From an optimization exercise on the open Yosys and OpenROAD flow, aimed at small area; shortcuts taken in it are not production practice. RTL that was checked went through simulation tests only; none was proved equivalent to the original. The flow treats the clock pin as an ideal source, which a real chip does not have. No activity file was given, so power comes from the tool's default toggle rates.

==> inputs of run a <==
## maindsp48a1
module maindsp48a1 (
  input [17:0] A, B, D,
  input [47:0] C,
  input [17:0] BCIN,
  input [47:0] PCIN,
  input [7:0] OPMODE,
  input clk, CARRYIN,
  input RSTA, RSTB, RSTC, RSTCARRYIN, RSTD, RSTM, RSTOPMODE, RSTP,
  input CEA, CEB, CEM, CEP, CEC, CED, CECARRYIN, CEOPMODE,
  output [47:0] P,
  output [35:0] M,
  output CARRYOUT, CARRYOUTF,
  output [17:0] BCOUT,
  output [47:0] PCOUT
);
reg  [7:0] opr_q;
wire [7:0] opr_n;
reg  [17:0] d_q;
wire [17:0] d_n;
reg  [17:0] a1_q;
wire [17:0] a1_n;
reg  [17:0] b1_q;
wire [17:0] b1_n;
reg  [47:0] c_q;
wire [47:0] c_n;
reg  [35:0] m_q;
wire [35:0] m_n;
reg  [47:0] p_q;
wire [47:0] p_n;
reg  [0:0] cin_q;
wire [0:0] cin_n;
reg  [0:0] cout_q;
wire [0:0] cout_n;
wire n1, n2, n3, n4, n5, n6, n7, n8, n9, n10, n11, n12, n13, n14, n15, n16;
wire n17, n18, n19, n20, n21, n22, n23, n24, n25, n26, n27, n28, n29, n30, n31, n32;
wire n33, n34, n35, n36, n37, f38, f39, f40, f41, f42, f43, f44, f45, f46, f47, f48;
wire f49, f50, f51, f52, f53, f54, f55, f56, f57, f58, f59, n60, n61, n62, n63, n64;
wire n65, n66, n67, n68, n69, n70, n71, n72, n73, n74, n75, n76, n77, n78, n79, n80;
wire n81, i82, n83, i84, n85, i86, n87, i88, n89, n90, n91, n92, i93, n94, n95, i96;
wire n97, n98, n99, n100, n101, n102, n103, n104, n105, n106, i107, n108, n109, n110, n111, n112;
wire n113, n114, n115, n116, n117, n118, n119, n120, n121, n122, n123, n124, n125, n126, n127, n128;
wire n129, n130, n131, n132, n133, n134, n135, n136, n137, n138, n139, n140, n141, n142, n143, n144;
wire n145, n146, n147, n148, n149, n150, n151, n152, n153, n154, n155, n156, n157, n158, n159, n160;
wire n161, n162, n163, n164, n165, n166, n167, n168, n169, n170, n171, n172, n173, n174, n175, n176;
  ...
Settings: LEC_CHECK=0, CAP_MARGIN=20, CORE_MARGIN=2, CORE_UTILIZATION=65, SLEW_MARGIN=20, SYNTH_HIERARCHICAL=1; clock period 7.0 ns.
standard.sh (not shown) runs the stock make flow with config.mk's settings and CLKGATE_MAP_FILE= SYNTH_SCRIPT=/design/flow/synth_recipe.tcl, a recipe that flattens the netlist after the stock synthesis.
==> flow/flow/run.sh <==
#!/bin/bash
# Own layout flow: the standard flow (standard.sh) with two changes:
#  - after synthesis (the standard Yosys run, unchanged), every combinational
#    cell that Yosys/ABC mapped to a drive strength above 1 is set back to the
#    smallest cell of its family (downsize.tcl); repair_design/repair_timing
#    upsize again where timing needs it;
#  - the port buffers that buffer_ports adds are buf_1 cells.
# Each tool's output goes to the ORFS logs under orfs/logs plus standard.log here.
set -uo pipefail
export POST_SYNTH_TCL="$PWD/flow/downsize.tcl"
export BUFFER_PORTS_ARGS="-buffer_cell sky130_fd_sc_hd__buf_1"
bash standard.sh > standard.log 2>&1
rc=$?
cp -r orfs/logs ./orfs_logs 2>/dev/null
exit $rc
==> flow/flow/downsize.tcl <==
# Set each combinational cell to the smallest drive strength of its family.
set db [ord::get_db]
set block [ord::get_db_block]
set n 0
foreach inst [$block getInsts] {
  set m [$inst getMaster]
  set name [$m getName]
  if {![regexp {^(sky130_fd_sc_hd__[a-z0-9]+)_([0-9]+)$} $name -> base sz]} { continue }
  if {[regexp {__(e?s?df|dl|buf|clkbuf|clkinv|conb|tap|fill|decap|diode)} $base]} { continue }
  set best $m
  set barea [expr {[$m getWidth] * [$m getHeight]}]
  foreach s {1 0} {
    set c [$db findMaster ${base}_$s]
    if {$c eq "NULL" || $c eq ""} { continue }
    set a [expr {[$c getWidth] * [$c getHeight]}]
    if {$a < $barea} { set best $c; set barea $a }
  }
  if {$best ne $m} {
    $inst swapMaster $best
    incr n
  }
}
puts "downsize.tcl: $n cells set to a smaller drive strength"
==> inputs of run b, as changes to run a <==
--- a/flow/config.mk
+++ b/flow/config.mk
@@ -7,6 +7,6 @@
 export LEC_CHECK = 0
 export CAP_MARGIN = 20
 export CORE_MARGIN = 2
-export CORE_UTILIZATION = 65
+export CORE_UTILIZATION = 40
 export SLEW_MARGIN = 20
 export SYNTH_HIERARCHICAL = 1
==> qor summary <==
item                                                                        run b           run a
Run status                                                         finished clean  finished clean
Wire length of the first global-routing pass                             99350 um        92480 um
Reported sequential group power                                           1.34 mW         1.35 mW
Leak Pwr                                                                 5.787 nW        5.735 nW
Wire length on met1                                                      26150 um        21660 um
Share of cells above drive strength 1                                      5.498%          5.291%
Uppermost routed layer                                                       met5            met4
Horizontal extent of the die                                             215.8 um        170.1 um
Startpoint of the lowest-slack hold path                                 b1_q[10]         c_q[19]
Data required, critical path                                              7.39 ns         7.34 ns
M2 GR Usage                                                                45.86%          64.76%
Grt met1 use                                                               36.31%          54.94%
Worst path slowest cell                                                   dfxtp_1           buf_4
Core Box Area                                                           44220 um2       27030 um2
Share of the final layout cell area in multi-input gates                   64.93%          66.22%
Routed met2 length                                                       30150 um        27270 um
Diodes inserted                                                                 0               2
Number of nets at the end of the flow                                        2703            2696
Pre-antenna DRT Iters                                                           9               8
Total global routing track utilization                                     28.17%          41.98%
Net switching power of the design                                        1.288 mW        1.263 mW
Met3 GRT Util                                                              5.384%          10.88%
Transition time of the tightest slew-check pin                          0.9236 ns        1.122 ns
Number of antenna violations at the first check in global routing               1               0
Combinational logic power                                                0.991 mW        0.971 mW
Worst-case clock skew                                                  0.01382 ns      0.01806 ns
No run of this note included a check of the RTL's function; only the layout flow was run.

* * *

==> inputs of run F <==
Another version of the RTL of maindsp48a1 (not shown whole).
==> flow/design.v (excerpt) <==
module maindsp48a1 (
  input [17:0] A, B, D,
  input [47:0] C,
  input [17:0] BCIN,
  input [47:0] PCIN,
  input [7:0] OPMODE,
  input clk, CARRYIN,
  input RSTA, RSTB, RSTC, RSTCARRYIN, RSTD, RSTM, RSTOPMODE, RSTP,
  input CEA, CEB, CEM, CEP, CEC, CED, CECARRYIN, CEOPMODE,
  output [47:0] P,
  output [35:0] M,
  output CARRYOUT, CARRYOUTF,
  output [17:0] BCOUT,
  output [47:0] PCOUT
);
==> flow/config.mk <==
export PLATFORM = sky130hd
export DESIGN_NAME = maindsp48a1
export DESIGN_NICKNAME = maindsp48a1
export VERILOG_FILES = /design/flow/design.v
export SDC_FILE = /design/flow/constraint.sdc
export NUM_CORES = 4
export LEC_CHECK = 0
export CAP_MARGIN = 20
export CORE_MARGIN = 2
export CORE_UTILIZATION = 40
export CTS_CLUSTER_DIAMETER = 100
export CTS_CLUSTER_SIZE = 30
export SLEW_MARGIN = 20
export SYNTH_HIERARCHICAL = 1
==> flow/constraint.sdc <==
create_clock -name core_clock -period 7.0 [get_ports {clk}]
set_input_delay 1.4000 -clock core_clock [delete_from_list [all_inputs] [get_ports {clk}]]
set_output_delay 1.4000 -clock core_clock [all_outputs]
set_load 0.01 [all_outputs]
Scripts as last shown in full above: flow/flow/run.sh, flow/flow/downsize.tcl
==> run M (differences from run F) <==
Settings changed: CORE_UTILIZATION 40 to 50, CTS_CLUSTER_DIAMETER 100 to not set, CTS_CLUSTER_SIZE 30 to not set.
==> out/results.txt <==
status = timing/DRC/antenna clean
pre-CTS setup slack = 0.05919 ns
Area growth syn-to-layout = 16.77%
Final Cycle Share = 0.9489
met2 wire len = 26480 um
Starting Density = 0.4026
Tap Cells = 539
core area = 41760 um^2
Final Non-Filler Cells = 2605
crit path to = p_q[46]
Max transition margin = 0.3437
fraction of layout cells with a size suffix above 1 = 0.06147
DR WL/cell = 21.87 um
multi-input logic area = 12470 um^2
initial antenna violation count = 0
[end of results for run F]
==> out/results.txt <==
fraction of layout cells with a size suffix above 1 = 0.06002
Starting Density = 0.5052
pre-CTS setup slack = 0.03390 ns
DR WL/cell = 22.16 um
met2 wire len = 26540 um
initial antenna violation count = 1
Max transition margin = 0.4131
status = timing/DRC/antenna clean
Final Non-Filler Cells = 2514
Final Cycle Share = 0.9467
crit path to = p_q[34]
Pre-antenna DRT Iters = 8
core area = 33280 um^2
multi-input logic area = 12460 um^2
[end of results for run M]

* * *

==> run E <==
Another version of the RTL of maindsp48a1 (not shown whole).
==> flow/config.mk <==
export PLATFORM = sky130hd
export DESIGN_NAME = maindsp48a1
export DESIGN_NICKNAME = maindsp48a1
export VERILOG_FILES = /design/flow/design.v
export SDC_FILE = /design/flow/constraint.sdc
export NUM_CORES = 4
export LEC_CHECK = 0
export CAP_MARGIN = 20
export CORE_MARGIN = 2
export CORE_UTILIZATION = 40
export SLEW_MARGIN = 20
export SYNTH_HIERARCHICAL = 1
==> flow/constraint.sdc <==
create_clock -name core_clock -period 7.0 [get_ports {clk}]
set_input_delay 1.4000 -clock core_clock [delete_from_list [all_inputs] [get_ports {clk}]]
set_output_delay 1.4000 -clock core_clock [all_outputs]
set_load 0.01 [all_outputs]
==> flow/flow/run.sh <==
#!/bin/bash
# Own layout flow: the standard flow (standard.sh) with these changes:
#  - after synthesis (the standard Yosys run, unchanged), every combinational
#    cell that Yosys/ABC mapped to a drive strength above 1 is set back to the
#    smallest cell of its family (downsize.tcl); repair_design/repair_timing
#    upsize again where timing needs it;
#  - the port buffers that buffer_ports adds are buf_1 cells;
#  - CTS adds no dummy loads, and leaf clock buffers are clkbuf_8 where the
#    clock slew at their flip-flops allows (clkdown.tcl).
# ORFS writes each step's full log under orfs/logs; make's output goes to
# standard.log here.
set -uo pipefail
export POST_SYNTH_TCL="$PWD/flow/downsize.tcl"
export POST_CTS_TCL="$PWD/flow/clkdown.tcl"
export BUFFER_PORTS_ARGS="-buffer_cell sky130_fd_sc_hd__buf_1"
export CTS_ARGS="-sink_clustering_enable -repair_clock_nets -dont_use_dummy_load"
bash standard.sh > standard.log 2>&1
rc=$?
cp -r orfs/logs ./orfs_logs 2>/dev/null
exit $rc
==> flow/flow/clkdown.tcl <==
set limit 0.110
proc worst_sink_slew {inst} {
  set w 0
  foreach op [get_pins -of_objects $inst -filter "direction == output"] {
    set net [get_nets -of_objects $op]
    foreach p [get_pins -of_objects $net -filter "direction == input"] {
      foreach prop {slew_max_rise slew_max_fall} {
        set s [get_property $p $prop]
        if {$s > $w} { set w $s }
      }
    }
  }
  return $w
}
proc drives_flops {inst} {
  foreach op [get_pins -of_objects $inst -filter "direction == output"] {
    set net [get_nets -of_objects $op]
    foreach p [get_pins -of_objects $net -filter "direction == input"] {
      if {[string match "*df*" [get_property [get_cells -of_objects $p] ref_name]]} { return 1 }
    }
  }
  return 0
}
set n 0
foreach inst [get_cells -filter "ref_name == sky130_fd_sc_hd__clkbuf_16"] {
  if {![drives_flops $inst]} { continue }
  set before [worst_sink_slew $inst]
  replace_cell $inst sky130_fd_sc_hd__clkbuf_8
  set after [worst_sink_slew $inst]
  if {$after > $limit} {
    replace_cell $inst sky130_fd_sc_hd__clkbuf_16
    puts "clkdown.tcl: [get_full_name $inst] kept (slew $before -> $after)"
  } else {
    incr n
    puts "clkdown.tcl: [get_full_name $inst] set to clkbuf_8 (slew $before -> $after)"
  }
}
puts "clkdown.tcl: $n leaf clock buffers set to clkbuf_8"
Scripts as last shown in full above: flow/flow/downsize.tcl
==> run B (differences from run E) <==
--- a/flow/flow/run.sh
+++ b/flow/flow/run.sh
@@ -7,5 +7,6 @@
 #  - the port buffers that buffer_ports adds are buf_1 cells;
 #  - CTS adds no dummy loads, and leaf clock buffers are clkbuf_8 where the
-#    clock slew at their flip-flops allows (clkdown.tcl).
+#    clock slew at their flip-flops allows (clkdown.tcl);
+#  - timing-driven global placement does not keep its buffering (GPL_KEEP_OVERFLOW=0).
 # ORFS writes each step's full log under orfs/logs; make's output goes to
 # standard.log here.
@@ -14,4 +15,5 @@
 export POST_CTS_TCL="$PWD/flow/clkdown.tcl"
 export BUFFER_PORTS_ARGS="-buffer_cell sky130_fd_sc_hd__buf_1"
+export GPL_KEEP_OVERFLOW=0
 export CTS_ARGS="-sink_clustering_enable -repair_clock_nets -dont_use_dummy_load"
 bash standard.sh > standard.log 2>&1
==> metrics.md <==
| Metric | Value |
|---|---|
| Status | `timing/DRC/antenna clean` |
| Seq/total area | `0.2016` |
| FMAX | `between 0.1 and 0.15 GHz` |
| Routed wl met2 | `26200 um` |
| Drt first pass iters | `8` |
| Met2 Track Usage GR | `0.4240` |
# the run above: run B

==> metrics.md <==
| Metric | Value |
|---|---|
| Met2 Track Usage GR | `0.4213` |
| FMAX | `0.1599 GHz` |
| Status | `timing/DRC/antenna clean` |
| Seq/total area | `0.2040` |
| Comb. pwr | `4.46 mW` |
| Drt first pass iters | `9` |
# the run above: run E

==> re-timing with driven ports <==
No port has a modelled driver above. Below, the same layouts with a new extraction and two added sets of constraints.
Step 1 assumes that a clkbuf_16 drives the clock port and a buf_2 every other input.
Step 2 moves the port delays by t, midway between the first and last clock arrival at a register: inputs arrive t later, outputs are due t later. That takes back most of the time a late clock gives input paths.
Slacks: no drivers / after step 1 / after step 2; pairs: no drivers / after step 1.
run	t (ns)	setup WS [ns]	worst hold slack (ns)	slew at the worst register clock pin (ns)	cell pins on the clock port's net
run a of note 1	0.497	0.459 / 0.459 / 0.109	0.479 / 0.479 / 0.479	0.09 / 0.09	1
run b of note 1	0.557	0.728 / 0.728 / 0.240	0.467 / 0.467 / 0.467	0.09 / 0.09	1
run F	0.529	0.357 / 0.357 / -0.128	0.474 / 0.474 / 0.474	0.09 / 0.09	1
run M	0.508	0.373 / 0.390 / -0.103	0.474 / 0.474 / 0.474	0.08 / 0.08	1
run E of note 3	0.495	0.745 / 0.745 / 0.387	0.473 / 0.473 / 0.473	0.11 / 0.11	1
run B of note 3	0.516	0.299 / 0.299 / 0.129	0.475 / 0.475 / 0.475	0.11 / 0.11	1
With both steps, setup timing fails in run F and run M, where it was met with ideal ports. For run b of note 1, which loses most, drivers alone change the setup slack by 0.000 ns; drivers and shift together by -0.488 ns.
